Context: an optimization exercise on an open-source flow, tuned for small area. The choices shown serve that exercise and are no tape-out recipe. Function was checked by simulation only, so behaviour that the tests miss may differ from the original. Power is estimated from default activity; no workload was simulated.

--- run.sh ---
#!/bin/bash
# synth_recipe.tcl (not shown) runs the flow's synth.tcl, then flattens the netlist and writes it again
# the make line also repeats each setting of config.mk as NAME=value (left out here)
make -C /OpenROAD-flow-scripts/flow DESIGN_CONFIG=/design/flow/config.mk WORK_HOME=/design/flow/orfs CLKGATE_MAP_FILE= SYNTH_SCRIPT=/design/flow/synth_recipe.tcl finish
--- config.mk ---
export PLATFORM = sky130hd
export DESIGN_NAME = CC_HIT_DATA_FIFO
export DESIGN_NICKNAME = CC_HIT_DATA_FIFO
export VERILOG_FILES = /design/flow/design.v
export SDC_FILE = /design/flow/constraint.sdc
export NUM_CORES = 4
export LEC_CHECK = 0
export CAP_MARGIN = 20
export CORE_MARGIN = 2
export CORE_UTILIZATION = 35
export SLEW_MARGIN = 20
export SYNTH_MEMORY_MAX_BITS = 16384
--- constraint.sdc ---
create_clock -name core_clock -period 5.0 [get_ports {clk}]
set_input_delay 1.0000 -clock core_clock [delete_from_list [all_inputs] [get_ports {clk}]]
set_output_delay 1.0000 -clock core_clock [all_outputs]
set_load 0.01 [all_outputs]
--- design.v ---
module CC_FIFO #(
    parameter       FIFO_DEPTH          = 16,
    parameter       DATA_WIDTH          = 32,
    parameter       AFULL_THRESHOLD     = 16,
    parameter       AEMPTY_THRESHOLD    = 0
)
(
    input   wire                        clk,
    input   wire                        rst_n,
    output  wire                        full_o,
    output  wire                        afull_o,
    input   wire                        wren_i,
    input   wire    [DATA_WIDTH-1:0]    wdata_i,
    output  wire                        empty_o,
    output  wire                        aempty_o,
    input   wire                        rden_i,
    output  wire    [DATA_WIDTH-1:0]    rdata_o
);
    localparam  DEPTH_LG2               = $clog2(FIFO_DEPTH);
    reg     [DATA_WIDTH-1:0]            data[FIFO_DEPTH];
    reg     [DEPTH_LG2-1:0]             wrptr;
    reg     [FIFO_DEPTH-1:0]            rdsel;       
    reg     [DEPTH_LG2:0]               counter;
    wire                                full    = (counter == FIFO_DEPTH);
    wire                                empty   = (counter == 0);
    wire                                push    = wren_i & ~full;
    wire                                pop     = rden_i & ~empty;
    always_ff @(posedge clk)
        if (!rst_n) begin
            wrptr                       <= {DEPTH_LG2{1'b0}};
            rdsel                       <= {{(FIFO_DEPTH-1){1'b0}}, 1'b1};
            counter                     <= {(DEPTH_LG2+1){1'b0}};
        end
        else begin
            if (push)
                wrptr                   <= wrptr + 'd1;
            if (pop)
                rdsel                   <= {rdsel[FIFO_DEPTH-2:0], rdsel[FIFO_DEPTH-1]};
            counter                     <= counter + push - pop;
        end
    always_ff @(posedge clk)
        for (int i=0; i<FIFO_DEPTH; i++)
            if (push & (wrptr == i))
                data[i]                 <= wdata_i;
    reg     [DATA_WIDTH-1:0]            rdata;
    always_comb begin
        rdata                           = {DATA_WIDTH{1'b0}};
        for (int i=0; i<FIFO_DEPTH; i++)
            rdata                       = rdata | (data[i] & {DATA_WIDTH{rdsel[i]}});
    end
    assign  full_o                      = full;
    assign  afull_o                     = (counter >= AFULL_THRESHOLD);
    assign  empty_o                     = empty;
    assign  aempty_o                    = (counter <= AEMPTY_THRESHOLD);
    assign  rdata_o                     = rdata;
endmodule
module CC_HIT_DATA_FIFO
(
    input   wire                clk,
    input   wire                rst_n,
    output  wire                full_o,
    output  wire                afull_o,
    input   wire                wren_i,
    input   wire    [517:0]     wdata_i,
    output  wire                empty_o,
    output  wire                aempty_o,
    input   wire                rden_i,
    output  wire    [517:0]     rdata_o
);
    CC_FIFO #(
        .FIFO_DEPTH         (8),
        .DATA_WIDTH         (518),
        .AFULL_THRESHOLD    (6),
        .AEMPTY_THRESHOLD   (0)
    ) u_hit_data_fifo (
        .clk                (clk),
        .rst_n              (rst_n),
        .full_o             (full_o),
        .afull_o            (afull_o),
        .wren_i             (wren_i),
        .wdata_i            (wdata_i),
        .empty_o            (empty_o),
        .aempty_o           (aempty_o),
        .rden_i             (rden_i),
        .rdata_o            (rdata_o)
    );
endmodule
==> flow_metrics.py, run 1 <==
metrics = {
    "status": {
        "status": "timing/DRC/antenna clean",
    },
    "finish": {
        "fillers": 35529,
        "final_layout_size_suffix_gt1_share_pct": 10.2,
        "finalNonFillerCells": 14512,
        "multiInputGateArea_mm2": 0.0193,
        "seq_area_mm2": 0.125,
        "nNetsFinal": 9132,
        "fin_area_mm2": 0.179,
        "synthToLayoutAreaGrowth_pct": 22.7,
    },
    "die": {
        "core-area_mm2": 0.416,
        "die_w_um": 650,
        "row_count": 237,
        "io_pins": 1044,
        "fp.dieArea_mm2": 0.422,
        "die_height_um": 650,
        "start_util_pct": 35.1,
    },
    "routing": {
        "routed_wl_um": 435000,
        "drt-initial-drc-count": 9692,
        "ant_nets": 0,
        "dr.pass1.iters": 8,
        "remaining_drc_errors": 0,
        "vias": 81762,
        "post_drt_wl_per_cell_um": 30.0,
        "vias_per_cell": 5.63,
    },
    "timing": {
        "slew_violations": 0,
        "max-slew-margin-rel_pct": 33.5,
        "fin_ws_ns": 0.393,
        "setup_violations": 0,
        "rsz0062_at_grt": "no",
        "hold_violations": 0,
        "fin_skew_ns": 0.0574,
        "worst_pin_slew_ns": 0.997,
        "timing.setup.tns_ns": 0,
        "period_share_pct": 92.1,
        "max_freq_ghz": 0.217,
        "finalCriticalPeriod_ns": 4.61,
    },
    "clock_tree": {
        "clock_sink_count": 4159,
        "clk_pin_slew_worst_paths_ns": 0.06,
        "cts_hold_buf": 0,
        "cts_root_buffer": "clkbuf_16",
        "clk_path_buf_depth": 4,
        "post-cts-setup-buffers": 0,
        "cts_tree": "yes",
        "cts_resized": 0,
        "h-tree-depth": 5,
        "numCtsBuffers": 416,
        "clock_latency_ns": 0.99,
    },
    "synth": {
        "synth_adder_area_share_pct": 0.125,
        "synth_top_family_by_area": "compound AO/OA/AOI/OAI gates",
        "synthXorXnorAreaFrac_pct": 0.00600,
        "synth_edf_count": 4144,
        "synthFlopType": "edfxtp_1",
        "muxShareOfSynthArea_pct": 0.0685,
        "synth_top_area_cell": "edfxtp_1",
        "postSynthCellCount": 7293,
        "yosysWarnings": 2,
        "synth.net_count": 7829,
        "synth_area_leaders": "edfxtp_1, a22oi_1, nand4_1",
        "synthArstFlopShare_pct": 0,
        "synthDistinctLibCells": 29,
        "synth_seq_area_share_pct": 85.4,
        "syn_area_per_cell_um2": 20.0,
        "ys_ff_latch": 4159,
        "yosysTopAreaCellShare_pct": 85.2,
        "synthSimpleGateAreaFrac_pct": 2.34,
        "synth_area_mm2": 0.146,
        "synth_compound_area_share_pct": 10.7,
    },
    "power": {
        "pwr-share-clk_pct": 35.8,
        "combPwrFrac_pct": 16.3,
        "pwr-share-seq_pct": 47.9,
        "power.density_mw_per_mm2": 483,
        "p_int_mw": 64.2,
        "ir_drop_mv": 0.390,
        "power.leakage_nw": 54.4,
        "sw_frac_of_total_pct": 25.9,
        "switching_power_mw": 22.4,
    },
    "worst_setup_path": {
        "critPathKind": "reg -> out",
        "worstSetupStartpointType": "register",
        "arrival_ns": 3.61,
        "rrSetupSlack_ns": 2.06,
        "required_ns": 4.00,
        "end_kind": "output pin",
        "crit_fanout": 58,
    },
    "global_routing": {
        "grt_pass1_vias": 79510,
        "grtUsageTotal_pct": 19.6,
        "antenna_found_initial": 125,
        "grt_max_degree": 94,
        "grt_pass1_wl_um": 606000,
        "grt_overflow": 0,
    },
    "place": {
        "post-place-cells": 13675,
        "placed_area_mm2": 0.165,
        "dp_worst_setup_slack_ns": 1.30,
        "gp_congestion": 0.808,
        "hpwl_um": 252000,
        "numPortBuffers": 1043,
    },
    "job": {
        "drv_cap": 0,
    },
    "hold_path": {
        "hp-class": "reg -> reg",
    },
}
==> Yosys cell counts, types with 2 or more instances <==
master and instances:
nand4_1 518, and2_1 2, a22oi_1 2072, nand2_1 15, buf_1 47, inv_1 13, mux2i_1 10, buf_2 145
dfxtp_1 15, and3_1 8, ha_1 13, edfxtp_1 4144, nand2b_1 2, clkbuf_1 274
==> sequential cells by signal, indices dropped and copies added, names as in the netlist <==
signal / count
u_hit_data_fifo.counter: 4
u_hit_data_fifo.data: 4144
u_hit_data_fifo.rdsel: 8
u_hit_data_fifo.wrptr: 3
==> per-layer routing <==
metal  track usage [%]  up-vias  part of all wire [%]
met5                 0        -                 0.059
met4              7.81       42                   4.1
met3              3.56      744                   7.7
met2              31.9     3919                    48
met1              26.2    43001                    40
li1                  -    34056                     -
==> placed cells by master, fill, tap and decap left out, types with 2 or more instances in the layout <==
| cell type | count |
|---|---|
| nand4_1 | 518 |
| edfxtp_1 | 4144 |
| mux2i_1 | 10 |
| buf_4 | 184 |
| clkinv_4 | 6 |
| buf_12 | 126 |
| clkinv_8 | 8 |
| clkinv_2 | 68 |
| clkinv_1 | 108 |
| and3_4 | 8 |
| and2_1 | 2 |
| dfxtp_4 | 8 |
| bufinv_16 | 48 |
| dfxtp_1 | 7 |
| clkbuf_16 | 418 |
| ha_1 | 13 |
| inv_16 | 6 |
| diode_2 | 72 |
| inv_8 | 2 |
| clkbuf_1 | 72 |
| inv_6 | 8 |
| clkinv_16 | 8 |
| a22oi_1 | 2072 |
| clkdlybuf4s50_1 | 1043 |
| clkinvlp_4 | 13 |
| nand2_1 | 15 |
| nand2b_1 | 2 |
| inv_1 | 13 |
==> critical path, cell delays in order (launching register included) <==
cell and delay (ns):
dfxtp_4 0.69, buf_4 0.77, a22oi_1 0.20, nand4_1 0.27, clkdlybuf4s50_1 0.62
==> final timing paths <==
check	from	to	cells past startpoint
worst max-delay path	u_hit_data_fifo.rdsel[2]	rdata_o[39]	4
worst min-delay path	u_hit_data_fifo.wrptr[0]	u_hit_data_fifo.wrptr[0]	2
worst max register to register	u_hit_data_fifo.counter[2]	u_hit_data_fifo.data[4][183]	6
worst min register to register	u_hit_data_fifo.wrptr[0]	u_hit_data_fifo.wrptr[0]	2
==> logic make-up after synthesis <==
family / count (synthesis)
DFF: 4159
AOI/OAI and AO/OA: 2077
and+or+nand+nor: 550
buffers and inverters: 482
adders and majority gates: 14
muxes: 10
xor gates and xnor gates: 1
==> final cells by class <==
class | count | share of cell area (%)
clock buffer | 490 | 5.99
sequential | 4159 | 69.6
multi-input combinational | 2652 | 10.8
timing repair buffer | 1353 | 8.00
antenna | 72 | 0.101
inverter | 14 | 0.0293
tap | 5497 | 3.84
clock inverter | 275 | 1.63
==> metrics by stage <==
| stage | hold slack [ns] | power (mW) | util, % |
|---|---|---|---|
| CTS | 0.509 | 87.3 | 43.0 |
| global placement | 0.481 | 56.3 | 39.8 |
| floorplan | 0.468 | 47.7 | - |
| finish | 0.511 | 86.6 | 43.1 |
| global route | 0.553 | 89.2 | 43.1 |
| detailed placement | 0.504 | 56.4 | 39.8 |
==> power groups by stage <==
stage                     Combinational [mW]  Sequential (mW)  Clock (mW)
after floorplan                         5.33             42.4           0
after global placement                  14.1             42.1           0
after detailed placement                14.2             42.2           0
after CTS                               14.2             41.5        31.5
after global routing                    14.7             41.6        32.9
final                                   14.1             41.5        31.0
==> inputs of run 2 (changes only) <==
--- a/design.v
+++ b/design.v
@@ -17,8 +17,9 @@
     output  wire    [DATA_WIDTH-1:0]    rdata_o
 );
     localparam  DEPTH_LG2               = $clog2(FIFO_DEPTH);
-    reg     [DATA_WIDTH-1:0]            data[FIFO_DEPTH];
-    reg     [DEPTH_LG2-1:0]             wrptr;
+    reg     [FIFO_DEPTH-1:0][DATA_WIDTH-1:0] data;
+    reg     [FIFO_DEPTH-1:0]            wrsel;       
+    reg     [FIFO_DEPTH-1:0]            wrsel_n;     
     reg     [FIFO_DEPTH-1:0]            rdsel;       
     reg     [DEPTH_LG2:0]               counter;
     wire                                full    = (counter == FIFO_DEPTH);
@@ -27,21 +28,26 @@
     wire                                pop     = rden_i & ~empty;
     always_ff @(posedge clk)
         if (!rst_n) begin
-            wrptr                       <= {DEPTH_LG2{1'b0}};
+            wrsel                       <= {{(FIFO_DEPTH-1){1'b0}}, 1'b1};
+            wrsel_n                     <= {{(FIFO_DEPTH-1){1'b1}}, 1'b0};
             rdsel                       <= {{(FIFO_DEPTH-1){1'b0}}, 1'b1};
             counter                     <= {(DEPTH_LG2+1){1'b0}};
         end
         else begin
-            if (push)
-                wrptr                   <= wrptr + 'd1;
+            if (push) begin
+                wrsel                   <= {wrsel[FIFO_DEPTH-2:0], wrsel[FIFO_DEPTH-1]};
+                wrsel_n                 <= {wrsel_n[FIFO_DEPTH-2:0], wrsel_n[FIFO_DEPTH-1]};
+            end
             if (pop)
                 rdsel                   <= {rdsel[FIFO_DEPTH-2:0], rdsel[FIFO_DEPTH-1]};
             counter                     <= counter + push - pop;
         end
+    wire    [FIFO_DEPTH-1:0]            load    = {FIFO_DEPTH{push}} & wrsel;
+    wire    [FIFO_DEPTH-1:0]            hold    = {FIFO_DEPTH{~push}} | wrsel_n;
     always_ff @(posedge clk)
         for (int i=0; i<FIFO_DEPTH; i++)
-            if (push & (wrptr == i))
-                data[i]                 <= wdata_i;
+            data[i]                     <= (data[i] & {DATA_WIDTH{hold[i]}})
+                                         | (wdata_i & {DATA_WIDTH{load[i]}});
     reg     [DATA_WIDTH-1:0]            rdata;
     always_comb begin
         rdata                           = {DATA_WIDTH{1'b0}};
==> flow/run.sh (new file) <==
#!/bin/bash
# The standard layout, with the port buffers made of the smallest buffer
# (sky130_fd_sc_hd__buf_1) instead of the one buffer_ports picks by default.
set -euo pipefail
bash standard.sh BUFFER_PORTS_ARGS="-buffer_cell sky130_fd_sc_hd__buf_1" finish > standard_flow.log 2>&1
==> standard.sh (new file) <==
#!/bin/bash
# synth_recipe.tcl (not shown) runs the flow's synth.tcl, then flattens the netlist and writes it again
# the make line also repeats each setting of config.mk as NAME=value (left out here)
make -C /OpenROAD-flow-scripts/flow DESIGN_CONFIG=/design/flow/config.mk WORK_HOME=/design/flow/orfs CLKGATE_MAP_FILE= SYNTH_SCRIPT=/design/flow/synth_recipe.tcl "${@:-finish}"
removed: run.sh
==> run 2 against run 1 <==
  * Still clean
  * First-iteration DRC count up 51%
  * Worst hold slack worse by 0.13 ns
  * Global-route usage up 5.8 points
  * Utilization down 2.5 points
  * Register-to-register slack worse by 0.49 ns
  * Wire length up 33%
  * Critical path type unchanged
  * Critical endpoint is now rdata_o[514]
  * Highest routed layer unchanged
==> flow_metrics.py, run 2 <==
metrics = {
    "status": {
        "status": "timing/DRC/antenna clean",
    },
    "clock_tree": {
        "cts_root_buffer": "clkbuf_16",
        "cts_hold_buf": 0,
        "clk_path_buf_depth": 4,
        "h-tree-depth": 5,
        "cts_tree": "yes",
        "cts_resized": 0,
        "clk_pin_slew_worst_paths_ns": 0.06,
        "clock_latency_ns": 0.99,
        "numCtsBuffers": 427,
        "post-cts-setup-buffers": 0,
        "clock_sink_count": 4172,
    },
    "hold_path": {
        "hold_path_end": "u_hit_data_fifo.rdsel[0]",
        "hold_depth": 4,
        "hp-class": "in -> reg",
        "hold_start": "rden_i",
    },
    "synth": {
        "synth_area_leaders": "dfxtp_1, a22o_1, a22oi_1",
        "ys_ff_latch": 4172,
        "synth_seq_area_share_pct": 56.6,
        "synth.most_common_cell": "dfxtp_1",
        "synth.net_count": 13463,
        "synthArstFlopShare_pct": 0,
        "syn_area_per_cell_um2": 11.4,
        "synth_top_area_cell": "dfxtp_1",
        "yosysTopAreaCellShare_pct": 56.6,
        "synth_common_cells": "dfxtp_1, a22o_1, a22oi_1",
        "synthFlopType": "dfxtp_1",
        "postSynthCellCount": 12933,
        "synth_edf_count": 0,
        "synthDistinctLibCells": 31,
        "synth_area_mm2": 0.147,
        "yosysWarnings": 1,
    },
    "worst_setup_path": {
        "max_stage_delay_ns": 0.92,
        "critPathKind": "reg -> out",
        "rrSetupSlack_ns": 1.57,
        "rr_endpoint": "u_hit_data_fifo.data[702]",
        "worstSetupStartpoint": "u_hit_data_fifo.rdsel[1]",
        "required_ns": 4.00,
        "cp_slowest_cell": "dfxtp_4",
        "end_kind": "output pin",
        "rr_worst_depth": 7,
        "reg2reg_from": "u_hit_data_fifo.counter[2]",
        "worstPathCellList": "buf_12, a22oi_1, nand4_1, buf_1",
        "crit_fanout": 86,
        "worstSetupStartpointType": "register",
        "arrival_ns": 3.40,
    },
    "timing": {
        "rsz0062_at_grt": "no",
        "finalCriticalPeriod_ns": 4.40,
        "timing.setup.tns_ns": 0,
        "fin_skew_ns": 0.0521,
        "setup_violations": 0,
        "period_share_pct": 87.9,
        "slew_violations": 0,
        "max-slew-margin-rel_pct": 27.8,
        "max_freq_ghz": 0.227,
        "worst_pin_slew_ns": 1.08,
        "hold_violations": 0,
    },
    "finish": {
        "mostFrequentLayoutCell": "dfxtp_1",
        "synthToLayoutAreaGrowth_pct": 15.6,
        "seq_area_mm2": 0.0836,
        "utilization_pct": 40.6,
        "top_register": "u_hit_data_fifo.data",
        "final_cell_mix": "dfxtp_1, a22o_1, a22oi_1",
        "nNetsFinal": 13374,
        "multiInputGateArea_mm2": 0.0558,
        "fillers": 39824,
        "largest_reg_flops": 4144,
        "final_layout_size_suffix_gt1_share_pct": 8.32,
    },
    "global_routing": {
        "grt_pass1_wl_um": 833000,
        "grt_pass1_vias": 116402,
        "grt_max_degree": 122,
        "grt_overflow": 0,
        "antenna_found_initial": 178,
        "grtUsageTotal_pct": 25.5,
    },
    "place": {
        "hpwl_um": 312000,
        "gp_congestion": 0.809,
        "numPortBuffers": 1043,
    },
    "routing": {
        "vias": 121551,
        "ant_nets": 0,
        "remaining_drc_errors": 0,
        "dr.pass1.iters": 6,
        "vias_per_cell": 6.45,
        "drt-initial-drc-count": 14646,
        "routed_wl_um": 578000,
        "post_drt_wl_per_cell_um": 30.6,
    },
    "die": {
        "row_count": 238,
        "fp.dieArea_mm2": 0.426,
        "core-area_mm2": 0.420,
        "start_util_pct": 35.1,
        "die_w_um": 653,
        "io_pins": 1044,
        "die_height_um": 653,
    },
    "job": {
        "drv_cap": 0,
    },
    "power": {
        "ir_drop_mv": 0.472,
        "power.leakage_nw": 63.1,
        "power.density_mw_per_mm2": 590,
    },
}
-- run 2: how the worst max path moves through the flow --
stage / depth (start not counted) / slack [ns] / end
floorplan: 8 / 2.34 / u_hit_data_fifo.counter[2]
global placement: 8 / 1.15 / u_hit_data_fifo.counter[2]
detailed placement: 6 / 1.10 / u_hit_data_fifo.data[1252]
CTS: 4 / 0.52 / rdata_o[481]
global route: 4 / 0.51 / rdata_o[436]
finish: 4 / 0.60 / rdata_o[514]
-- run 2: metal layers --
layer / GRT usage (%) / share of wire, %
met5: 0 / 0.098
met4: 12.4 / 4.8
met3: 5.66 / 8.9
met2: 38.8 / 44
met1: 34.0 / 42
-- run 2: cells by family (layout without fill, tap and decap cells) --
kind of cell | after synthesis | after routing | share of synthesized area (%)
AO/OA/AOI/OAI | 6235 | 6235 | 35.3
XOR/XNOR | 1 | 1 | 0.00594
adder cells (fa/ha/maj) | 8 | 8 | 0.0730
buffers and inverters | 1932 | 2202 | 5.56
flip-flops | 4172 | 4172 | 56.6
multiplexers | 9 | 9 | 0.0611
other | 0 | 124 | 0
AND/OR/NAND/NOR | 576 | 576 | 2.40
-- run 2: worst max-delay path: cells and delay by family, from the launching register on --
family / cells / cell delay (ns)
flops: 1 / 0.92
simple gates: 1 / 0.15
buf+inv: 2 / 0.88
compound gates: 1 / 0.22
-- run 2: power breakdown --
part / internal (mW) / total (mW) / leakage (nW) / switching (mW)
Sequential: 40.5 / 44.5 / 34.1 / 4.05
Clock: 19.9 / 34.1 / 7.43 / 14.2
Combinational: 8.88 / 22.0 / 21.6 / 13.1
Total: 69.3 / 101 / 63.1 / 31.4
-- run 2: per-stage QoR --
step	power, mW	std cells	hold slack [ns]	cell area, um2	setup WS [ns]
6_report	101	18847	0.381	170000	0.604
5_1_grt	104	18797	0.368	170000	0.510
4_1_cts	100	18723	0.269	170000	0.515
3_5_place_dp	66.5	17935	0.454	155000	1.10
3_3_place_gp	66.2	17935	0.448	155000	1.15
2_1_floorplan	57.4	12933	0.437	147000	2.34
-- run 2: cell type report --
class                   instances  area share (%)
clock inverters               178            1.54
flip-flops and latches       4172            49.0
well taps                    5520            4.05
inverters                      13          0.0286
diodes                        124           0.182
repair buffers               1401            5.11
multi-input cells            6829            32.7
clock buffers                 610            7.33
==> inputs of run 3 (changes only) <==
==> flow/run.sh (replaced) <==
#!/bin/bash
# The standard layout, with
# - the read multiplexer of the standard synthesis remapped to a222oi cells
#   (flow/patch_mux.py; registers and everything else untouched);
# - the port buffers made of the smallest buffer (sky130_fd_sc_hd__buf_1)
#   instead of the one buffer_ports picks by default;
# - clock tree synthesis without dummy loads, with clkbuf_8 sink clusters.
set -euo pipefail
R=orfs/results/sky130hd/CC_HIT_DATA_FIFO/base
CTS="-sink_clustering_enable -repair_clock_nets -dont_use_dummy_load"
CTS="$CTS -sink_clustering_size 16 -sink_clustering_max_diameter 60"
CTS="$CTS -buf_list {sky130_fd_sc_hd__clkbuf_8}"
KNOBS=(BUFFER_PORTS_ARGS="-buffer_cell sky130_fd_sc_hd__buf_1" CTS_ARGS="$CTS")

bash standard.sh "${KNOBS[@]}" synth > flow_synth.log 2>&1
cp $R/1_2_yosys.v $R/1_2_yosys_standard.v
python3 flow/patch_mux.py $R/1_2_yosys_standard.v $R/1_2_yosys.v > flow_patch.log 2>&1
rm -f $R/1_synth.odb $R/1_synth.sdc
bash standard.sh "${KNOBS[@]}" finish > flow_finish.log 2>&1
==> flow/patch_mux.py (new file) <==
#!/usr/bin/env python3
"""Remap the read multiplexer of the synthesized netlist.

ABC maps each 8-input AND-OR of the read side to four a22oi_1 and a nand4_1
(36.3 um2). Its mapper never uses the 6-input a222oi_1, so this script
rewrites every such group as two a222oi_1, one a22oi_1 and a nand3_1
(32.5 um2), the same function. Usage: patch_mux.py IN.v OUT.v
"""
import re
import sys
from collections import defaultdict

src = open(sys.argv[1]).read()

inst_re = re.compile(r"^  (sky130_fd_sc_hd__\w+) (\S+) \((.*?)\n  \);\n", re.S | re.M)
pin_re = re.compile(r"\.(\w+)\(([^()]*)\)")

insts = []
for m in inst_re.finditer(src):
    pins = dict((p, n) for p, n in pin_re.findall(m.group(3)))
    insts.append((m.start(), m.end(), m.group(1), m.group(2), pins))

OUT = {"Y", "X", "Q", "Q_N", "HI", "LO", "COUT", "SUM"}
driver = {}
loads = defaultdict(int)
for i, (_, _, cell, name, pins) in enumerate(insts):
    for p, n in pins.items():
        if p in OUT:
            driver[n.strip()] = i
        else:
            loads[n.strip()] += 1
# nets used by assign statements or ports count as loads too
for n in re.findall(r"assign\s+[^=]+=\s*([^;]+);", src):
    loads[n.strip()] += 1

replace = {}  # index -> new text ('' to drop)
dead_nets = set()
count = 0
for i, (_, _, cell, name, pins) in enumerate(insts):
    if cell != "sky130_fd_sc_hd__nand4_1":
        continue
    ins = [pins[p] for p in "ABCD"]
    srcs = [driver.get(n.strip()) for n in ins]
    if any(s is None for s in srcs) or len(set(srcs)) != 4:
        continue
    if any(insts[s][2] != "sky130_fd_sc_hd__a22oi_1" for s in srcs):
        continue
    if any(loads[n.strip()] != 1 for n in ins) or any(s in replace for s in srcs):
        continue
    pairs = []
    for s in srcs:
        p = insts[s][4]
        pairs += [(p["A1"], p["A2"]), (p["B1"], p["B2"])]
    n1, n2, n3, n4 = ins
    t = "  sky130_fd_sc_hd__a222oi_1 %s (\n" % insts[srcs[0]][3]
    t += "    .A1(%s),\n    .A2(%s),\n    .B1(%s),\n    .B2(%s),\n    .C1(%s),\n    .C2(%s),\n    .Y(%s)\n  );\n" % (
        pairs[0] + pairs[1] + pairs[2] + (n1,))
    replace[srcs[0]] = t
    t = "  sky130_fd_sc_hd__a222oi_1 %s (\n" % insts[srcs[1]][3]
    t += "    .A1(%s),\n    .A2(%s),\n    .B1(%s),\n    .B2(%s),\n    .C1(%s),\n    .C2(%s),\n    .Y(%s)\n  );\n" % (
        pairs[3] + pairs[4] + pairs[5] + (n2,))
    replace[srcs[1]] = t
    t = "  sky130_fd_sc_hd__a22oi_1 %s (\n" % insts[srcs[2]][3]
    t += "    .A1(%s),\n    .A2(%s),\n    .B1(%s),\n    .B2(%s),\n    .Y(%s)\n  );\n" % (pairs[6] + pairs[7] + (n3,))
    replace[srcs[2]] = t
    replace[srcs[3]] = ""
    t = "  sky130_fd_sc_hd__nand3_1 %s (\n" % name
    t += "    .A(%s),\n    .B(%s),\n    .C(%s),\n    .Y(%s)\n  );\n" % (n1, n2, n3, pins["Y"])
    replace[i] = t
    dead_nets.add(n4.strip())
    count += 1

out = []
pos = 0
for i, (s, e, _, _, _) in enumerate(insts):
    if i in replace:
        out.append(src[pos:s])
        out.append(replace[i])
        pos = e
out.append(src[pos:])
text = "".join(out)
for n in dead_nets:
    text = re.sub(r"^  wire %s;\n" % re.escape(n), "", text, count=1, flags=re.M)
open(sys.argv[2], "w").write(text)
print("patch_mux: remapped %d read multiplexer groups" % count)
--- a/config.mk
+++ b/config.mk
@@ -5,8 +5,12 @@
 export SDC_FILE = /design/flow/constraint.sdc
 export NUM_CORES = 4
 export LEC_CHECK = 0
-export CAP_MARGIN = 20
+export CAP_MARGIN = 10
 export CORE_MARGIN = 2
-export CORE_UTILIZATION = 35
-export SLEW_MARGIN = 20
+export CORE_UTILIZATION = 70
+export CTS_BUF_LIST = sky130_fd_sc_hd__clkbuf_8
+export CTS_CLUSTER_DIAMETER = 60
+export CTS_CLUSTER_SIZE = 16
+export PLACE_DENSITY = 0.8
+export SLEW_MARGIN = 10
 export SYNTH_MEMORY_MAX_BITS = 16384
==> run 3 against run 2 <==
  * Via count is 0.88% higher
  * Area after synthesis is 1.3% lower
  * First-iteration DRC count is 67% higher
  * Sequential power hardly changed
  * Combinational power is 2% lower
  * Design area is 10% lower
  * Worst hold slack worse by 0.13 ns
  * Count of clock-buffer cells in the layout is 298 lower
  * Power is 18% lower
  * Sequential share of layout area is 5.6 points higher
  * Wire length is 11% lower
  * Global-route usage is 20 points higher
  * Critical path type unchanged
  * Largest cell class unchanged
==> flow_metrics.py, run 3 <==
metrics = {
    "hold_path": {
        "hold_start": "rden_i",
        "hp-class": "in -> reg",
    },
    "finish": {
        "synthToLayoutAreaGrowth_pct": 5.18,
        "finalNonFillerCells": 14973,
        "largest_reg_flops": 4144,
        "nNetsFinal": 12633,
        "seq_area_mm2": 0.0836,
        "final_cell_mix": "dfxtp_1, a22o_1, buf_1",
        "mostFrequentLayoutCell": "dfxtp_1",
        "final_layout_size_suffix_gt1_share_pct": 4.87,
        "fillers": 14144,
        "top_register": "u_hit_data_fifo.data",
        "multiInputGateArea_mm2": 0.0539,
    },
    "clock_tree": {
        "post-cts-setup-buffers": 0,
        "clk_pin_slew_worst_paths_ns": 0.10,
        "cts_root_buffer": "clkbuf_8",
        "clk_path_buf_depth": 4,
        "clock_sink_count": 4172,
        "cts_resized": 0,
        "clock_latency_ns": 1.13,
        "cts_hold_buf": 0,
        "numCtsBuffers": 312,
        "h-tree-depth": 5,
        "cts_tree": "yes",
    },
    "timing": {
        "finalCriticalPeriod_ns": 4.78,
        "period_share_pct": 95.6,
        "worst_pin_slew_ns": 1.38,
        "max_freq_ghz": 0.209,
        "slew_violations": 0,
        "fin_ws_ns": 0.220,
        "rsz0062_at_grt": "no",
        "setup_violations": 0,
        "fin_skew_ns": 0.0726,
        "holdWs_ns": 0.247,
        "max-slew-margin-rel_pct": 7.88,
        "hold_violations": 0,
        "timing.setup.tns_ns": 0,
    },
    "power": {
        "pwr-share-clk_pct": 19.5,
        "switching_power_mw": 27.5,
        "sw_frac_of_total_pct": 33.4,
        "ir_drop_mv": 0.337,
        "combPwrFrac_pct": 26.2,
        "pwr-share-seq_pct": 54.3,
        "power.density_mw_per_mm2": 538,
        "p_int_mw": 54.8,
        "power.leakage_nw": 57.5,
    },
    "synth": {
        "synth_area_mm2": 0.145,
        "synth.net_count": 12945,
        "yosysWarnings": 1,
        "postSynthCellCount": 12415,
        "syn_area_per_cell_um2": 11.7,
    },
    "worst_setup_path": {
        "max_stage_delay_ns": 1.22,
        "arrival_ns": 3.78,
        "crit_buf_inv": 2,
        "reg2reg_from": "u_hit_data_fifo.counter[2]",
        "worstSetupStartpointType": "register",
        "required_ns": 4.00,
        "worstSetupStartpoint": "u_hit_data_fifo.rdsel[5]",
        "worstPathCellList": "buf_4, a22oi_1, nand3_1, buf_1",
        "crit_family": "flip-flops",
        "critPathKind": "reg -> out",
        "end_kind": "output pin",
        "cp_slowest_cell": "dfxtp_4",
        "crit_fanout": 65,
    },
    "routing": {
        "routed_wl_um": 513000,
        "ant_nets": 0,
        "remaining_drc_errors": 0,
        "drt-initial-drc-count": 24495,
        "post_drt_wl_per_cell_um": 34.3,
        "dr.pass1.iters": 10,
        "vias_per_cell": 8.19,
        "vias": 122620,
    },
    "global_routing": {
        "grt_max_degree": 140,
        "grt_pass1_vias": 119222,
        "grt_pass1_wl_um": 757000,
        "grt_overflow": 0,
        "grtUsageTotal_pct": 45.9,
        "antenna_found_initial": 223,
    },
    "place": {
        "gp_congestion": 0.885,
        "post-place-cells": 14493,
        "dp_worst_setup_slack_ns": 1.32,
        "numPortBuffers": 1043,
        "hpwl_um": 275000,
    },
    "die": {
        "io_pins": 1044,
        "core-area_mm2": 0.207,
        "fp.dieArea_mm2": 0.212,
        "die_height_um": 460,
        "start_util_pct": 70.3,
        "die_w_um": 460,
        "row_count": 167,
    },
    "status": {
        "status": "timing/DRC/antenna clean",
    },
    "job": {
        "drv_cap": 0,
    },
}
## run 3: path summary, 6_finish.rpt
kind | cells after the start | slack [ns] | to
max | 4 | 0.22 | rdata_o[236]
min reg2reg | 2 | 0.47 | u_hit_data_fifo.wrsel[7]
max reg2reg | 7 | 1.19 | u_hit_data_fifo.data[3511]
min | 4 | 0.25 | u_hit_data_fifo.rdsel[0]
## run 3: worst min-delay path, stage by stage
cell      delay (ns)
buf_1           0.09
inv_1           0.05
o21ai_0         0.07
o211ai_1        0.09
## run 3: stage by stage
step	total power [mW]	instance area, um2	util [%]
2_1_floorplan	57.4	145000	-
3_3_place_gp	64.7	148000	71.7
3_5_place_dp	65.6	148000	71.7
4_1_cts	80.9	153000	73.8
5_1_grt	84.6	153000	73.9
6_report	82.3	153000	74.0
## run 3: power groups by stage
stage / clock (mW) / combinational [mW] / sequential (mW)
6_report: 16.1 / 21.5 / 44.7
5_1_grt: 17.1 / 22.3 / 45.2
4_1_cts: 15.9 / 20.7 / 44.4
3_5_place_dp: 0 / 20.6 / 45.0
3_3_place_gp: 0 / 20.1 / 44.6
2_1_floorplan: 0 / 13.6 / 43.8
## run 3: layout make-up
| type | count | share of cell area, % |
|---|---|---|
| diodes | 168 | 0.275 |
| clock buffers | 312 | 2.81 |
| inverters | 13 | 0.0319 |
| multi-input cells | 6311 | 35.2 |
| flip-flops and latches | 4172 | 54.6 |
| well taps | 2704 | 2.21 |
| repair buffers | 1293 | 4.88 |
## run 3: routing by layer
| metal | up-vias | global-route usage [%] | share of wire (%) | wire length, um |
|---|---|---|---|---|
| li1 | 49230 | - | - | - |
| met1 | 60936 | 57.5 | 36 | 183000 |
| met2 | 10380 | 67.3 | 43 | 219000 |
| met3 | 1910 | 16.1 | 15 | 76000 |
| met4 | 164 | 29.7 | 6.8 | 34900 |
| met5 | - | 0.344 | 0.20 | 1010 |
==> inputs of run 4 (changes only) <==
--- a/config.mk
+++ b/config.mk
@@ -5,12 +5,12 @@
 export SDC_FILE = /design/flow/constraint.sdc
 export NUM_CORES = 4
 export LEC_CHECK = 0
-export CAP_MARGIN = 10
+export CAP_MARGIN = 20
 export CORE_MARGIN = 2
 export CORE_UTILIZATION = 70
 export CTS_BUF_LIST = sky130_fd_sc_hd__clkbuf_8
 export CTS_CLUSTER_DIAMETER = 60
 export CTS_CLUSTER_SIZE = 16
 export PLACE_DENSITY = 0.8
-export SLEW_MARGIN = 10
+export SLEW_MARGIN = 20
 export SYNTH_MEMORY_MAX_BITS = 16384
==> run 4 against run 3 <==
  * Still clean
  * Critical path depth did not move
  * Combinational power barely moved
  * Register-to-register slack improved by 0.05 ns
  * First-iteration DRC count rose by 3.9%
  * Via count fell by 0.11%
  * Synthesized cell count did not move
  * Power barely moved
  * Largest power group unchanged
  * Highest routed layer unchanged
==> flow_metrics.py, run 4 <==
metrics = {
    "clock_tree": {
        "cts_tree": "yes",
        "clk_pin_slew_worst_paths_ns": 0.10,
        "post-cts-setup-buffers": 0,
        "h-tree-depth": 5,
        "numCtsBuffers": 312,
        "clk_path_buf_depth": 4,
        "cts_hold_buf": 0,
        "cts_resized": 0,
        "clock_latency_ns": 1.13,
        "clock_sink_count": 4172,
        "cts_root_buffer": "clkbuf_8",
    },
    "worst_setup_path": {
        "worstSetupStartpointType": "register",
        "max_stage_delay_ns": 0.91,
        "end_kind": "output pin",
        "arrival_ns": 3.62,
        "worstPathCellList": "buf_12, a222oi_1, nand3_1, buf_1",
        "required_ns": 4.00,
        "crit_fanout": 92,
        "critPathKind": "reg -> out",
        "cp_slowest_cell": "dfxtp_4",
    },
    "timing": {
        "timing.setup.tns_ns": 0,
        "worst_pin_slew_ns": 1.23,
        "rsz0062_at_grt": "no",
        "period_share_pct": 92.4,
        "setup_violations": 0,
        "slew_violations": 0,
        "hold_violations": 0,
        "max_freq_ghz": 0.216,
        "finalCriticalPeriod_ns": 4.62,
        "max-slew-margin-rel_pct": 18.3,
        "fin_skew_ns": 0.0672,
    },
    "place": {
        "placed_area_mm2": 0.148,
        "hpwl_um": 275000,
        "gp_congestion": 0.885,
        "numPortBuffers": 1043,
    },
    "synth": {
        "synth_area_mm2": 0.145,
        "syn_area_per_cell_um2": 11.7,
        "postSynthCellCount": 12415,
        "synth.net_count": 12945,
        "yosysWarnings": 1,
    },
    "finish": {
        "top_register": "u_hit_data_fifo.data",
        "final_layout_size_suffix_gt1_share_pct": 4.88,
        "nNetsFinal": 12635,
        "largest_reg_flops": 4144,
        "fin_area_mm2": 0.153,
        "synthToLayoutAreaGrowth_pct": 5.19,
        "mostFrequentLayoutCell": "dfxtp_1",
        "final_cell_mix": "dfxtp_1, a22o_1, buf_1",
    },
    "global_routing": {
        "grt_max_degree": 140,
        "grtUsageTotal_pct": 46.0,
        "grt_pass1_wl_um": 758000,
        "grt_pass1_vias": 118797,
        "antenna_found_initial": 223,
        "grt_overflow": 0,
    },
    "die": {
        "row_count": 167,
        "fp.dieArea_mm2": 0.212,
        "die_height_um": 460,
        "core-area_mm2": 0.207,
        "start_util_pct": 70.3,
        "die_w_um": 460,
        "io_pins": 1044,
    },
    "routing": {
        "drt-initial-drc-count": 25439,
        "vias_per_cell": 8.19,
        "post_drt_wl_per_cell_um": 34.4,
        "vias": 122489,
        "routed_wl_um": 515000,
        "remaining_drc_errors": 0,
        "dr.pass1.iters": 13,
        "ant_nets": 0,
    },
    "hold_path": {
        "hp-class": "in -> reg",
    },
    "power": {
        "ir_drop_mv": 0.373,
        "power.density_mw_per_mm2": 538,
        "power.leakage_nw": 57.5,
    },
    "job": {
        "drv_cap": 0,
    },
    "status": {
        "status": "timing/DRC/antenna clean",
    },
}
## run 4: area by class of cell
cell class                      instances  area (um2)
Sequential cell                      4172       83600
Antenna cell                          152         380
Multi-Input combinational cell       6311       53900
Tap cell                             2704        3380
Clock buffer                          312        4290
Fill cell                           14181       53800
Inverter                               13        48.8
Timing Repair Buffer                 1295        7520
## run 4: final timing paths
| check | startpoint | endpoint | slack, ns | depth (start not counted) |
|---|---|---|---|---|
| setup reg to reg | u_hit_data_fifo.counter[2] | u_hit_data_fifo.data[1294] | 1.24 | 7 |
| hold / removal | rden_i | u_hit_data_fifo.rdsel[0] | 0.26 | 4 |
| setup / recovery | u_hit_data_fifo.rdsel[2] | rdata_o[495] | 0.38 | 4 |
| hold reg to reg | u_hit_data_fifo.wrsel[7] | u_hit_data_fifo.wrsel[7] | 0.47 | 2 |
## run 4: through the flow
step | power (mW) | cells | util, % | setup WS, ns | hold WS, ns
after floorplan | 57.4 | 12415 | - | 2.34 | 0.437
after global placement | 64.7 | 14493 | 71.7 | 1.33 | 0.448
after detailed placement | 65.6 | 14494 | 71.7 | 1.32 | 0.459
after CTS | 80.9 | 14806 | 73.8 | 0.483 | 0.200
after global routing | 84.6 | 14905 | 73.9 | 0.400 | 0.284
final | 82.3 | 14959 | 74.0 | 0.380 | 0.258
## run 4: layer usage
metal	vias up	track usage, %	routed length (um)
met5	-	0	1140
met4	180	29.6	34600
met3	1894	16.9	78400
met2	10373	67.2	218000
met1	60874	57.3	182000
li1	49168	-	-
## run 4: power breakdown
group	total [mW]	leakage (nW)	switching, mW	internal (mW)
registers	44.6	34.1	4.22	40.4
clock network	16.0	2.24	10.4	5.64
logic	21.6	21.2	12.8	8.79
## run 4: critical path: cells and delay by family (launching register included)
family	cells	cell delay (ns)
AO/OA/AOI/OAI	1	0.19
buffers and inverters	2	0.77
flip-flops	1	0.91
AND/OR/NAND/NOR	1	0.67
==> inputs of run 5 (changes only) <==
==> config.mk (replaced) <==
export PLATFORM = sky130hd
export DESIGN_NAME = CC_HIT_DATA_FIFO
export DESIGN_NICKNAME = CC_HIT_DATA_FIFO
export VERILOG_FILES = /design/flow/design.v
export SDC_FILE = /design/flow/constraint.sdc
export NUM_CORES = 4
export LEC_CHECK = 0
export CAP_MARGIN = 10
export CORE_MARGIN = 2
export CORE_UTILIZATION = 76
export CTS_BUF_LIST = sky130_fd_sc_hd__clkbuf_8
export CTS_CLUSTER_DIAMETER = 60
export CTS_CLUSTER_SIZE = 16
export PLACE_DENSITY = 0.86
export SLEW_MARGIN = 10
export SYNTH_MEMORY_MAX_BITS = 16384
==> run 5 against run 4 <==
  * Area after synthesis unchanged
  * Global-route usage up 3.7 points
  * Clock power about the same
  * Maximum frequency down 4.5%
  * Critical endpoint is now rdata_o[201]
==> flow_metrics.py, run 5 <==
metrics = {
    "die": {
        "row_count": 160,
        "start_util_pct": 76.5,
        "die_height_um": 442,
        "die_w_um": 442,
        "core-area_mm2": 0.190,
        "fp.dieArea_mm2": 0.195,
        "io_pins": 1044,
    },
    "routing": {
        "remaining_drc_errors": 0,
        "ant_nets": 0,
        "dr.pass1.iters": 13,
        "drt-initial-drc-count": 27409,
        "routed_wl_um": 509000,
        "post_drt_wl_per_cell_um": 34.5,
        "vias": 123562,
        "vias_per_cell": 8.37,
    },
    "timing": {
        "fin_skew_ns": 0.0636,
        "finalCriticalPeriod_ns": 4.84,
        "setup_violations": 0,
        "max_freq_ghz": 0.207,
        "worst_pin_slew_ns": 1.26,
        "rsz0062_at_grt": "no",
        "max-slew-margin-rel_pct": 16.0,
        "period_share_pct": 96.8,
        "hold_violations": 0,
        "slew_violations": 0,
        "fin_ws_ns": 0.162,
        "timing.setup.tns_ns": 0,
    },
    "synth": {
        "synth.net_count": 12945,
        "synth_area_mm2": 0.145,
        "yosysWarnings": 1,
        "postSynthCellCount": 12415,
        "syn_area_per_cell_um2": 11.7,
    },
    "finish": {
        "mostFrequentLayoutCell": "dfxtp_1",
        "nNetsFinal": 12600,
        "final_layout_size_suffix_gt1_share_pct": 4.61,
        "final_cell_mix": "dfxtp_1, a22o_1, buf_1",
        "fillers": 11639,
        "top_register": "u_hit_data_fifo.data",
        "largest_reg_flops": 4144,
        "synthToLayoutAreaGrowth_pct": 4.73,
    },
    "job": {
        "drv_cap": 0,
    },
    "clock_tree": {
        "clock_latency_ns": 1.15,
        "cts_hold_buf": 0,
        "clk_pin_slew_worst_paths_ns": 0.10,
        "h-tree-depth": 5,
        "cts_root_buffer": "clkbuf_8",
        "clock_sink_count": 4172,
        "cts_tree": "yes",
        "numCtsBuffers": 311,
        "clk_path_buf_depth": 4,
    },
    "place": {
        "gp_congestion": 0.895,
        "numPortBuffers": 1043,
        "dp_worst_setup_slack_ns": 1.34,
        "hpwl_um": 266000,
    },
    "global_routing": {
        "grtUsageTotal_pct": 49.7,
        "grt_pass1_vias": 120666,
        "grt_overflow": 0,
        "grt_max_degree": 161,
        "antenna_found_initial": 215,
        "grt_pass1_wl_um": 753000,
    },
    "hold_path": {
        "hold_depth": 2,
        "hp-class": "in -> reg",
    },
    "power": {
        "power.leakage_nw": 57.3,
        "ir_drop_mv": 0.372,
        "power.density_mw_per_mm2": 540,
    },
    "status": {
        "status": "timing/DRC/antenna clean",
    },
    "worst_setup_path": {
        "max_stage_delay_ns": 0.88,
        "end_kind": "output pin",
        "arrival_ns": 3.84,
        "cp_slowest_cell": "dfxtp_4",
        "worstSetupStartpointType": "register",
        "critPathKind": "reg -> out",
        "required_ns": 4.00,
        "rr_worst_depth": 7,
        "crit_fanout": 52,
        "worstPathCellList": "buf_4, a222oi_1, nand3_1, buf_1",
    },
}
[run 5: worst paths after layout]
kind | startpoint | endpoint | slack [ns]
setup / recovery | u_hit_data_fifo.rdsel[6] | rdata_o[201] | 0.16
hold / removal | wdata_i[502] | u_hit_data_fifo.data[502] | 0.28
setup reg to reg | u_hit_data_fifo.counter[2] | u_hit_data_fifo.data[2801] | 1.27
hold reg to reg | u_hit_data_fifo.wrsel[5] | u_hit_data_fifo.wrsel[5] | 0.47
[run 5: timing repair]
item | 4_1_cts | 5_1_grt
buffers inserted | 0 | 1
resized for setup | 0 | 0
endpoints found under the setup margin | 0 | 1
[run 5: final cells by class]
| cell class | count | area, um2 | share of cell area, % |
|---|---|---|---|
| Antenna cell | 188 | 470 | 0.309 |
| Clock buffer | 311 | 4280 | 2.81 |
| Inverter | 13 | 48.8 | 0.0320 |
| Multi-Input combinational cell | 6311 | 53900 | 35.4 |
| Sequential cell | 4172 | 83600 | 54.8 |
| Tap cell | 2511 | 3140 | 2.06 |
| Timing Repair Buffer | 1261 | 7020 | 4.60 |
[run 5: worst max-delay path, delay by kind of cell, from the launching register on]
family          cells  cell delay (ns)
simple gates        1             0.14
buf+inv             2             1.40
compound gates      1             0.27
flops               1             0.88
[run 5: through the flow]
stage                     util (%)  instance area, um2  hold WS [ns]  total power, mW  std cells
after detailed placement      77.6              148000         0.462             65.4      14267
final                         80.1              152000         0.282             82.3      14767
after CTS                     79.9              152000         0.228             80.6      14578
after global routing          80.0              152000         0.262             84.5      14705
after global placement        77.6              148000         0.449             64.3      14267
after floorplan                  -              145000         0.437             57.4      12415
[run 5: metal layers]
layer | part of all wire, % | GRT usage, % | vias to the layer above
met5 | 0.20 | 1.05 | -
li1 | - | - | 49157
met3 | 15 | 17.4 | 2352
met2 | 42 | 72.0 | 11309
met1 | 34 | 60.3 | 60624
met4 | 8.7 | 38.8 | 120
[run 5: where the power goes]
part           leakage, nW  switching, mW  internal [mW]  total (mW)
registers             34.1           4.31           40.4        44.7
clock network         2.24           10.3           5.62        16.0
logic                 21.0           12.9           8.74        21.6
total                 57.3           27.6           54.8        82.3
==> inputs of run 6 (changes only) <==
--- a/config.mk
+++ b/config.mk
@@ -7,10 +7,10 @@
 export LEC_CHECK = 0
 export CAP_MARGIN = 10
 export CORE_MARGIN = 2
-export CORE_UTILIZATION = 76
+export CORE_UTILIZATION = 82
 export CTS_BUF_LIST = sky130_fd_sc_hd__clkbuf_8
 export CTS_CLUSTER_DIAMETER = 60
 export CTS_CLUSTER_SIZE = 16
-export PLACE_DENSITY = 0.86
+export PLACE_DENSITY = 0.9
 export SLEW_MARGIN = 10
 export SYNTH_MEMORY_MAX_BITS = 16384
==> run 6 against run 5 <==
  * Still clean on timing, DRC and antenna
  * First-iteration DRC count grew 18%
  * Register-to-register slack lost 0.04 ns
  * Wire length grew 0.45%
  * Critical path depth is the same
  * Count of clock-buffer cells in the layout shrank 1
  * Sequential power is essentially flat
  * Sequential share of layout area grew 0.22 points
  * Combinational power is essentially flat
  * Synthesized cell count is the same
  * Power grew 0.18%
  * Critical path type unchanged
  * Largest power group unchanged
  * Highest routed layer unchanged
==> flow_metrics.py, run 6 <==
metrics = {
    "timing": {
        "worst_pin_slew_ns": 1.21,
        "finalCriticalPeriod_ns": 4.74,
        "hold_violations": 0,
        "period_share_pct": 94.7,
        "rsz0062_at_grt": "no",
        "setup_violations": 0,
        "max_freq_ghz": 0.211,
        "slew_violations": 0,
        "timing.setup.tns_ns": 0,
        "fin_ws_ns": 0.263,
        "fin_skew_ns": 0.0403,
        "max-slew-margin-rel_pct": 19.2,
    },
    "clock_tree": {
        "h-tree-depth": 5,
        "cts_resized": 0,
        "post-cts-setup-buffers": 0,
        "clock_latency_ns": 1.14,
        "clk_path_buf_depth": 4,
        "numCtsBuffers": 310,
        "cts_hold_buf": 0,
        "clock_sink_count": 4172,
        "clk_pin_slew_worst_paths_ns": 0.11,
        "cts_tree": "yes",
        "cts_root_buffer": "clkbuf_8",
    },
    "die": {
        "row_count": 154,
        "core-area_mm2": 0.176,
        "io_pins": 1044,
        "die_w_um": 425,
        "fp.dieArea_mm2": 0.181,
        "die_height_um": 425,
        "start_util_pct": 82.5,
    },
    "hold_path": {
        "hold_path_end": "u_hit_data_fifo.data[961]",
        "hold_depth": 2,
        "hold_start": "wdata_i[443]",
        "hp-class": "in -> reg",
    },
    "place": {
        "gp_congestion": 0.892,
        "numPortBuffers": 1043,
        "dp_worst_setup_slack_ns": 1.30,
        "hpwl_um": 263000,
    },
    "routing": {
        "drt-initial-drc-count": 32345,
        "vias_per_cell": 8.64,
        "dr.pass1.iters": 14,
        "post_drt_wl_per_cell_um": 35.1,
        "vias": 125981,
        "remaining_drc_errors": 0,
        "routed_wl_um": 511000,
        "ant_nets": 0,
    },
    "worst_setup_path": {
        "reg2reg_from": "u_hit_data_fifo.counter[2]",
        "arrival_ns": 3.74,
        "critPathKind": "reg -> out",
        "crit_fanout": 41,
        "cp_slowest_cell": "dfxtp_4",
        "rr_worst_depth": 7,
        "worstSetupStartpointType": "register",
        "required_ns": 4.00,
        "end_kind": "output pin",
        "rrSetupSlack_ns": 1.23,
        "worstPathCellList": "buf_4, a222oi_1, nand3_1, buf_1",
        "rr_endpoint": "u_hit_data_fifo.data[3046]",
        "max_stage_delay_ns": 0.80,
    },
    "power": {
        "combPwrFrac_pct": 26.4,
        "power.leakage_nw": 57.1,
        "switching_power_mw": 27.8,
        "sw_frac_of_total_pct": 33.7,
        "pwr-share-clk_pct": 19.3,
        "power.density_mw_per_mm2": 543,
        "ir_drop_mv": 0.579,
        "p_int_mw": 54.7,
        "pwr-share-seq_pct": 54.3,
    },
    "synth": {
        "postSynthCellCount": 12415,
        "synth_area_mm2": 0.145,
        "syn_area_per_cell_um2": 11.7,
        "synth.net_count": 12945,
        "yosysWarnings": 1,
    },
    "finish": {
        "synthToLayoutAreaGrowth_pct": 4.32,
        "mostFrequentLayoutCell": "dfxtp_1",
        "largest_reg_flops": 4144,
        "final_cell_mix": "dfxtp_1, a22o_1, buf_1",
        "nNetsFinal": 12562,
        "final_layout_size_suffix_gt1_share_pct": 4.31,
        "top_register": "u_hit_data_fifo.data",
        "fillers": 9206,
    },
    "global_routing": {
        "grt_pass1_vias": 122906,
        "grt_max_degree": 160,
        "grtUsageTotal_pct": 53.9,
        "antenna_found_initial": 234,
        "grt_overflow": 0,
        "grt_pass1_wl_um": 764000,
    },
    "job": {
        "drv_cap": 0,
    },
    "status": {
        "status": "timing/DRC/antenna clean",
    },
}
-- run 6: worst max path at each step --
stage                                        start                         end  depth (start not counted)
after global routing      u_hit_data_fifo.rdsel[5]                rdata_o[512]                          4
after global placement                      wren_i  u_hit_data_fifo.data[2640]                          5
after floorplan                             wren_i  u_hit_data_fifo.counter[2]                          8
after detailed placement                    wren_i  u_hit_data_fifo.data[3046]                          5
after CTS                 u_hit_data_fifo.rdsel[6]                rdata_o[342]                          5
final                     u_hit_data_fifo.rdsel[7]                 rdata_o[36]                          4
-- run 6: through the flow --
stage	hold WS [ns]	cells	utilization, %	area (um2)	power, mW
3_3_place_gp	0.449	14060	83.4	147000	64.1
4_1_cts	0.240	14370	85.8	151000	80.4
3_5_place_dp	0.456	14060	83.4	147000	65.3
2_1_floorplan	0.437	12415	-	145000	57.4
6_report	0.284	14575	86.1	152000	82.5
5_1_grt	0.275	14512	86.0	152000	84.6
-- run 6: power by group through the flow --
| stage | logic (mW) | registers, mW | clock network (mW) |
|---|---|---|---|
| after global placement | 19.6 | 44.4 | 0 |
| after CTS | 20.3 | 44.4 | 15.6 |
| after global routing | 22.4 | 45.2 | 16.9 |
| after floorplan | 13.6 | 43.8 | 0 |
| after detailed placement | 20.2 | 45.0 | 0 |
| final | 21.8 | 44.8 | 15.9 |
-- run 6: final cells by class --
type	instances	area [um2]	area share (%)
well taps	2340	2930	1.93
repair buffers	1224	6600	4.35
multi-input cells	6311	53900	35.5
diodes	205	513	0.338
inverters	13	48.8	0.0322
flip-flops and latches	4172	83600	55.0
clock buffers	310	4270	2.81
-- run 6: worst max-delay path, delay by kind of cell, from the launching register on --
family / cells / cell delay, ns
flops: 1 / 0.80
compound gates: 1 / 0.24
simple gates: 1 / 0.14
buf+inv: 2 / 1.41
-- run 6: per-layer routing --
layer | share of wire [%] | global-route usage, % | vias up
li1 | - | - | 49115
met1 | 33 | 65.3 | 60821
met2 | 41 | 76.9 | 13057
met3 | 16 | 20.5 | 2838
met4 | 9.1 | 42.7 | 150
met5 | 0.19 | 1.06 | -
==> inputs of run 7 (changes only) <==
--- a/flow/run.sh
+++ b/flow/run.sh
@@ -8,7 +8,7 @@
 set -euo pipefail
 R=orfs/results/sky130hd/CC_HIT_DATA_FIFO/base
 CTS="-sink_clustering_enable -repair_clock_nets -dont_use_dummy_load"
-CTS="$CTS -sink_clustering_size 16 -sink_clustering_max_diameter 60"
+CTS="$CTS -sink_clustering_size 18 -sink_clustering_max_diameter 60"
 CTS="$CTS -buf_list {sky130_fd_sc_hd__clkbuf_8}"
 KNOBS=(BUFFER_PORTS_ARGS="-buffer_cell sky130_fd_sc_hd__buf_1" CTS_ARGS="$CTS")
 
--- a/config.mk
+++ b/config.mk
@@ -7,10 +7,10 @@
 export LEC_CHECK = 0
 export CAP_MARGIN = 10
 export CORE_MARGIN = 2
-export CORE_UTILIZATION = 82
+export CORE_UTILIZATION = 70
 export CTS_BUF_LIST = sky130_fd_sc_hd__clkbuf_8
 export CTS_CLUSTER_DIAMETER = 60
-export CTS_CLUSTER_SIZE = 16
-export PLACE_DENSITY = 0.9
+export CTS_CLUSTER_SIZE = 18
+export PLACE_DENSITY = 0.8
 export SLEW_MARGIN = 10
 export SYNTH_MEMORY_MAX_BITS = 16384
==> run 7 against run 6 <==
  * Setup slack got worse by 0.13 ns
  * Design area grew 0.58%
  * Via count down 2.6%
  * Largest cell class unchanged
  * Highest routed layer unchanged
==> flow_metrics.py, run 7 <==
metrics = {
    "routing": {
        "post_drt_wl_per_cell_um": 34.4,
        "ant_nets": 0,
        "vias_per_cell": 8.21,
        "vias": 122652,
        "routed_wl_um": 514000,
        "remaining_drc_errors": 0,
        "drt-initial-drc-count": 25872,
        "dr.pass1.iters": 14,
    },
    "worst_setup_path": {
        "rrSetupSlack_ns": 1.17,
        "worstSetupStartpoint": "u_hit_data_fifo.rdsel[5]",
        "rr_endpoint": "u_hit_data_fifo.data[3491]",
        "critPathKind": "reg -> out",
        "arrival_ns": 3.87,
        "worstSetupStartpointType": "register",
        "reg2reg_from": "u_hit_data_fifo.counter[2]",
        "required_ns": 4.00,
        "crit_fanout": 65,
        "end_kind": "output pin",
        "rr_worst_depth": 7,
    },
    "timing": {
        "setup_violations": 0,
        "finalCriticalPeriod_ns": 4.87,
        "worst_pin_slew_ns": 1.40,
        "timing.setup.tns_ns": 0,
        "slew_violations": 0,
        "fin_skew_ns": 0.0749,
        "period_share_pct": 97.3,
        "max-slew-margin-rel_pct": 6.70,
        "max_freq_ghz": 0.205,
        "rsz0062_at_grt": "no",
        "hold_violations": 0,
    },
    "clock_tree": {
        "post-cts-setup-buffers": 0,
        "numCtsBuffers": 285,
        "cts_root_buffer": "clkbuf_8",
        "cts_resized": 0,
        "cts_hold_buf": 0,
        "clk_pin_slew_worst_paths_ns": 0.11,
        "clock_sink_count": 4172,
        "h-tree-depth": 5,
        "cts_tree": "yes",
        "clock_latency_ns": 1.14,
        "clk_path_buf_depth": 4,
    },
    "finish": {
        "final_cell_mix": "dfxtp_1, a22o_1, buf_1",
        "multiInputGateArea_mm2": 0.0539,
        "top_register": "u_hit_data_fifo.data",
        "utilization_pct": 73.8,
        "synthToLayoutAreaGrowth_pct": 4.92,
        "mostFrequentLayoutCell": "dfxtp_1",
        "final_layout_size_suffix_gt1_share_pct": 4.65,
        "seq_area_mm2": 0.0836,
        "nNetsFinal": 12606,
        "largest_reg_flops": 4144,
        "fillers": 14145,
    },
    "place": {
        "gp_congestion": 0.885,
        "numPortBuffers": 1043,
        "hpwl_um": 275000,
    },
    "hold_path": {
        "hold_depth": 4,
        "hold_start": "rden_i",
        "hp-class": "in -> reg",
        "hold_path_end": "u_hit_data_fifo.rdsel[0]",
    },
    "die": {
        "row_count": 167,
        "start_util_pct": 70.3,
        "fp.dieArea_mm2": 0.212,
        "core-area_mm2": 0.207,
        "die_height_um": 460,
        "io_pins": 1044,
        "die_w_um": 460,
    },
    "global_routing": {
        "met3_usage_pct": 15.9,
        "grt_max_degree": 140,
        "globalRouteMet2Util_pct": 67.8,
        "grt_pass1_wl_um": 757000,
        "grt_pass1_vias": 118821,
        "use_met1_pct": 57.7,
        "antenna_found_initial": 224,
        "grtUsageTotal_pct": 45.9,
        "busiest_layer": "met2",
        "grt_overflow": 0,
    },
    "synth": {
        "synth.net_count": 12945,
        "postSynthCellCount": 12415,
        "syn_area_per_cell_um2": 11.7,
        "synth_area_mm2": 0.145,
        "yosysWarnings": 1,
    },
    "power": {
        "ir_drop_mv": 0.382,
        "power_mw": 81.7,
        "power.leakage_nw": 57.3,
        "power.density_mw_per_mm2": 535,
    },
    "job": {
        "drv_cap": 0,
    },
    "status": {
        "status": "timing/DRC/antenna clean",
    },
}
run 7: changes by cell type in the layout (fill, tap and decap cells not counted):
cell | previous run | this run
diode_2 | 205 | 167
clkbuf_8 | 310 | 285
buf_12 | 106 | 134
buf_4 | 75 | 116
run 7: area by class of cell:
cell class | instances | share of cell area (%)
flip-flops and latches | 4172 | 54.7
multi-input cells | 6311 | 35.3
repair buffers | 1293 | 4.89
clock buffers | 285 | 2.57
well taps | 2704 | 2.22
diodes | 167 | 0.274
inverters | 13 | 0.0320
run 7: power breakdown:
group / internal, mW / switching, mW / total [mW]
Clock: 5.17 / 10.2 / 15.4
Combinational: 8.78 / 12.8 / 21.6
Sequential: 40.4 / 4.27 / 44.7
Total: 54.4 / 27.3 / 81.7
run 7: metal layers:
| layer | share of wire, % | routed length, um |
|---|---|---|
| met4 | 6.6 | 34000 |
| met5 | 0.22 | 1110 |
| met1 | 36 | 183000 |
| met2 | 43 | 219000 |
| met3 | 15 | 77100 |
run 7: worst max-delay path: stages (launching register included):
cell      delay [ns]
dfxtp_4         1.24
buf_4           0.51
a222oi_1        0.18
nand3_1         0.16
buf_1           0.68
run 7: worst max path at each step:
stage | endpoint | slack [ns] | cells past startpoint
after floorplan | u_hit_data_fifo.counter[2] | 2.34 | 8
after global placement | u_hit_data_fifo.data[1361] | 1.33 | 6
after detailed placement | u_hit_data_fifo.data[1308] | 1.32 | 6
after CTS | rdata_o[401] | 0.38 | 4
after global routing | rdata_o[221] | 0.14 | 4
final | rdata_o[221] | 0.13 | 4
run 7: through the flow:
step | hold slack [ns] | instances | area, um2 | worst slack (ns)
finish | 0.256 | 14945 | 153000 | 0.133
global route | 0.286 | 14883 | 153000 | 0.142
CTS | 0.211 | 14778 | 152000 | 0.379
detailed placement | 0.463 | 14493 | 148000 | 1.32
global placement | 0.448 | 14493 | 148000 | 1.33
floorplan | 0.437 | 12415 | 145000 | 2.34
==> inputs of run 8 (changes only) <==
--- a/config.mk
+++ b/config.mk
@@ -7,10 +7,10 @@
 export LEC_CHECK = 0
 export CAP_MARGIN = 10
 export CORE_MARGIN = 2
-export CORE_UTILIZATION = 70
+export CORE_UTILIZATION = 76
 export CTS_BUF_LIST = sky130_fd_sc_hd__clkbuf_8
 export CTS_CLUSTER_DIAMETER = 60
 export CTS_CLUSTER_SIZE = 18
-export PLACE_DENSITY = 0.8
+export PLACE_DENSITY = 0.86
 export SLEW_MARGIN = 10
 export SYNTH_MEMORY_MAX_BITS = 16384
==> run 8 against run 7 <==
  * Still clean
  * Register-to-register slack improved by 0.12 ns
  * Global-route usage rose by 3.8 points
  * Design area fell by 0.44%
  * Via count rose by 0.26%
  * Setup slack got worse by 0.070 ns
  * First-iteration DRC count rose by 6.7%
  * Count of clock-buffer cells in the layout fell by 1
  * Critical path type unchanged
  * Critical endpoint is now rdata_o[470]
  * Largest cell class unchanged
==> flow_metrics.py, run 8 <==
metrics = {
    "place": {
        "numPortBuffers": 1043,
        "hpwl_um": 266000,
        "post-place-cells": 14267,
        "dp_worst_setup_slack_ns": 1.34,
        "gp_congestion": 0.895,
    },
    "synth": {
        "postSynthCellCount": 12415,
        "yosysWarnings": 1,
        "syn_area_per_cell_um2": 11.7,
        "synth.net_count": 12945,
        "synth_area_mm2": 0.145,
    },
    "worst_setup_path": {
        "crit_fanout": 47,
        "rrSetupSlack_ns": 1.29,
        "arrival_ns": 3.94,
        "end_kind": "output pin",
        "worstSetupStartpointType": "register",
        "rr_worst_depth": 7,
        "required_ns": 4.00,
        "critPathKind": "reg -> out",
    },
    "routing": {
        "vias": 122977,
        "routed_wl_um": 509000,
        "ant_nets": 0,
        "vias_per_cell": 8.35,
        "dr.pass1.iters": 14,
        "post_drt_wl_per_cell_um": 34.6,
        "remaining_drc_errors": 0,
        "drt-initial-drc-count": 27614,
    },
    "finish": {
        "final_layout_size_suffix_gt1_share_pct": 4.40,
        "synthToLayoutAreaGrowth_pct": 4.46,
        "largest_reg_flops": 4144,
        "top_register": "u_hit_data_fifo.data",
        "nNetsFinal": 12573,
        "final_cell_mix": "dfxtp_1, a22o_1, buf_1",
        "finalNonFillerCells": 14731,
        "mostFrequentLayoutCell": "dfxtp_1",
    },
    "power": {
        "power.leakage_nw": 57.1,
        "ir_drop_mv": 0.425,
        "switching_power_mw": 27.5,
        "combPwrFrac_pct": 26.6,
        "p_int_mw": 54.3,
        "pwr-share-clk_pct": 18.7,
        "power_mw": 81.8,
        "pwr-share-seq_pct": 54.7,
        "power.density_mw_per_mm2": 538,
        "sw_frac_of_total_pct": 33.6,
    },
    "die": {
        "die_height_um": 442,
        "row_count": 160,
        "start_util_pct": 76.5,
        "io_pins": 1044,
        "die_w_um": 442,
        "fp.dieArea_mm2": 0.195,
        "core-area_mm2": 0.190,
    },
    "timing": {
        "max-slew-margin-rel_pct": 16.7,
        "fin_ws_ns": 0.0635,
        "timing.setup.tns_ns": 0,
        "holdWs_ns": 0.290,
        "slew_violations": 0,
        "finalCriticalPeriod_ns": 4.94,
        "rsz0062_at_grt": "no",
        "setup_violations": 0,
        "max_freq_ghz": 0.203,
        "worst_pin_slew_ns": 1.25,
        "period_share_pct": 98.7,
        "fin_skew_ns": 0.0625,
        "hold_violations": 0,
    },
    "job": {
        "drv_cap": 0,
    },
    "clock_tree": {
        "clk_pin_slew_worst_paths_ns": 0.11,
        "cts_root_buffer": "clkbuf_8",
        "cts_hold_buf": 0,
        "clk_path_buf_depth": 4,
        "numCtsBuffers": 284,
        "h-tree-depth": 5,
        "clock_sink_count": 4172,
        "clock_latency_ns": 1.14,
        "cts_tree": "yes",
    },
    "global_routing": {
        "grt_pass1_vias": 120054,
        "grt_overflow": 0,
        "grt_pass1_wl_um": 752000,
        "grtUsageTotal_pct": 49.7,
        "grt_max_degree": 161,
        "antenna_found_initial": 231,
    },
    "hold_path": {
        "hp-class": "in -> reg",
        "hold_depth": 2,
    },
    "status": {
        "status": "timing/DRC/antenna clean",
    },
}
run 8: power by group through the flow:
stage          logic (mW)  clock network, mW  registers (mW)
2_1_floorplan        13.6                  0            43.8
3_3_place_gp         19.8                  0            44.5
3_5_place_dp         20.4                  0            45.0
4_1_cts              20.5               15.1            44.4
5_1_grt              22.6               16.3            45.2
6_report             21.8               15.3            44.7
run 8: final cells by class:
class	instances	area, um2
antenna	179	448
clock buffer	284	3910
fill	11731	38200
inverter	13	48.8
multi-input combinational	6311	53900
timing repair buffer	1261	7020
sequential	4172	83600
tap	2511	3140
run 8: what timing repair did:
action / CTS / global route
setup endpoints to repair: 0 / 4
buffers inserted: 0 / 1
resized for setup: 0 / 1
run 8: layer usage:
metal	part of all wire, %	vias up	track usage (%)
met5	0.19	-	0.660
met4	8.5	138	38.3
met3	15	2264	17.4
met2	42	11120	72.1
met1	34	60389	60.5
li1	-	49066	-
run 8: final timing paths:
check,to,startpoint
min reg2reg,u_hit_data_fifo.wrsel[5],u_hit_data_fifo.wrsel[5]
max,rdata_o[470],u_hit_data_fifo.rdsel[4]
min,u_hit_data_fifo.data[1236],wdata_i[200]
max reg2reg,u_hit_data_fifo.data[2962],u_hit_data_fifo.counter[2]
run 8: stage by stage:
| step | area, um2 | util [%] |
|---|---|---|
| floorplan | 145000 | - |
| global placement | 148000 | 77.6 |
| detailed placement | 148000 | 77.6 |
| CTS | 152000 | 79.7 |
| global route | 152000 | 79.9 |
| finish | 152000 | 79.9 |
run 8: critical path, cell delays in order, from the launching register on:
cell and delay [ns]:
dfxtp_4 1.02, buf_4 0.57, a222oi_1 0.19, nand3_1 0.10
buf_1 0.79

==> port drivers added, routing unchanged <==
The results above use ideal ports. As a check the final layouts listed here were re-extracted and re-timed, cells and wires unchanged. Step 1, drivers: a clkbuf_16 drives clk and a buf_2 each remaining input, both assumed. Step 2 adds t to the input delays and takes it off the output delays; t is the mean of the earliest and latest rising clock arrival at the registers after step 1. Input paths then give back, and output paths get back, about the clock's delay inside the block. a / b / c = ideal / step 1 / step 2; a / b = the first two.
run | t, ns | setup slack, ns | worst slew at a driven data input, ns | cell pins on the clock port's net
run 1 | 1.059 | 0.393 / 0.282 / 1.190 | 0.26 | 1
run 2 | 1.055 | 0.604 / 0.497 / 1.021 | 0.39 | 1
run 3 | 1.185 | 0.220 / 0.123 / 0.974 | 0.30 | 1
run 4 | 1.185 | 0.380 / 0.285 / 1.011 | 0.41 | 1
run 5 | 1.210 | 0.162 / 0.067 / 0.801 | 0.52 | 1
run 6 | 1.214 | 0.263 / 0.164 / 0.834 | 0.49 | 1
run 7 | 1.190 | 0.133 / 0.038 / 0.888 | 0.32 | 1
run 8 | 1.207 | 0.063 / -0.036 / 0.569 | 0.48 | 1
After both steps setup and hold are still met in every run listed.
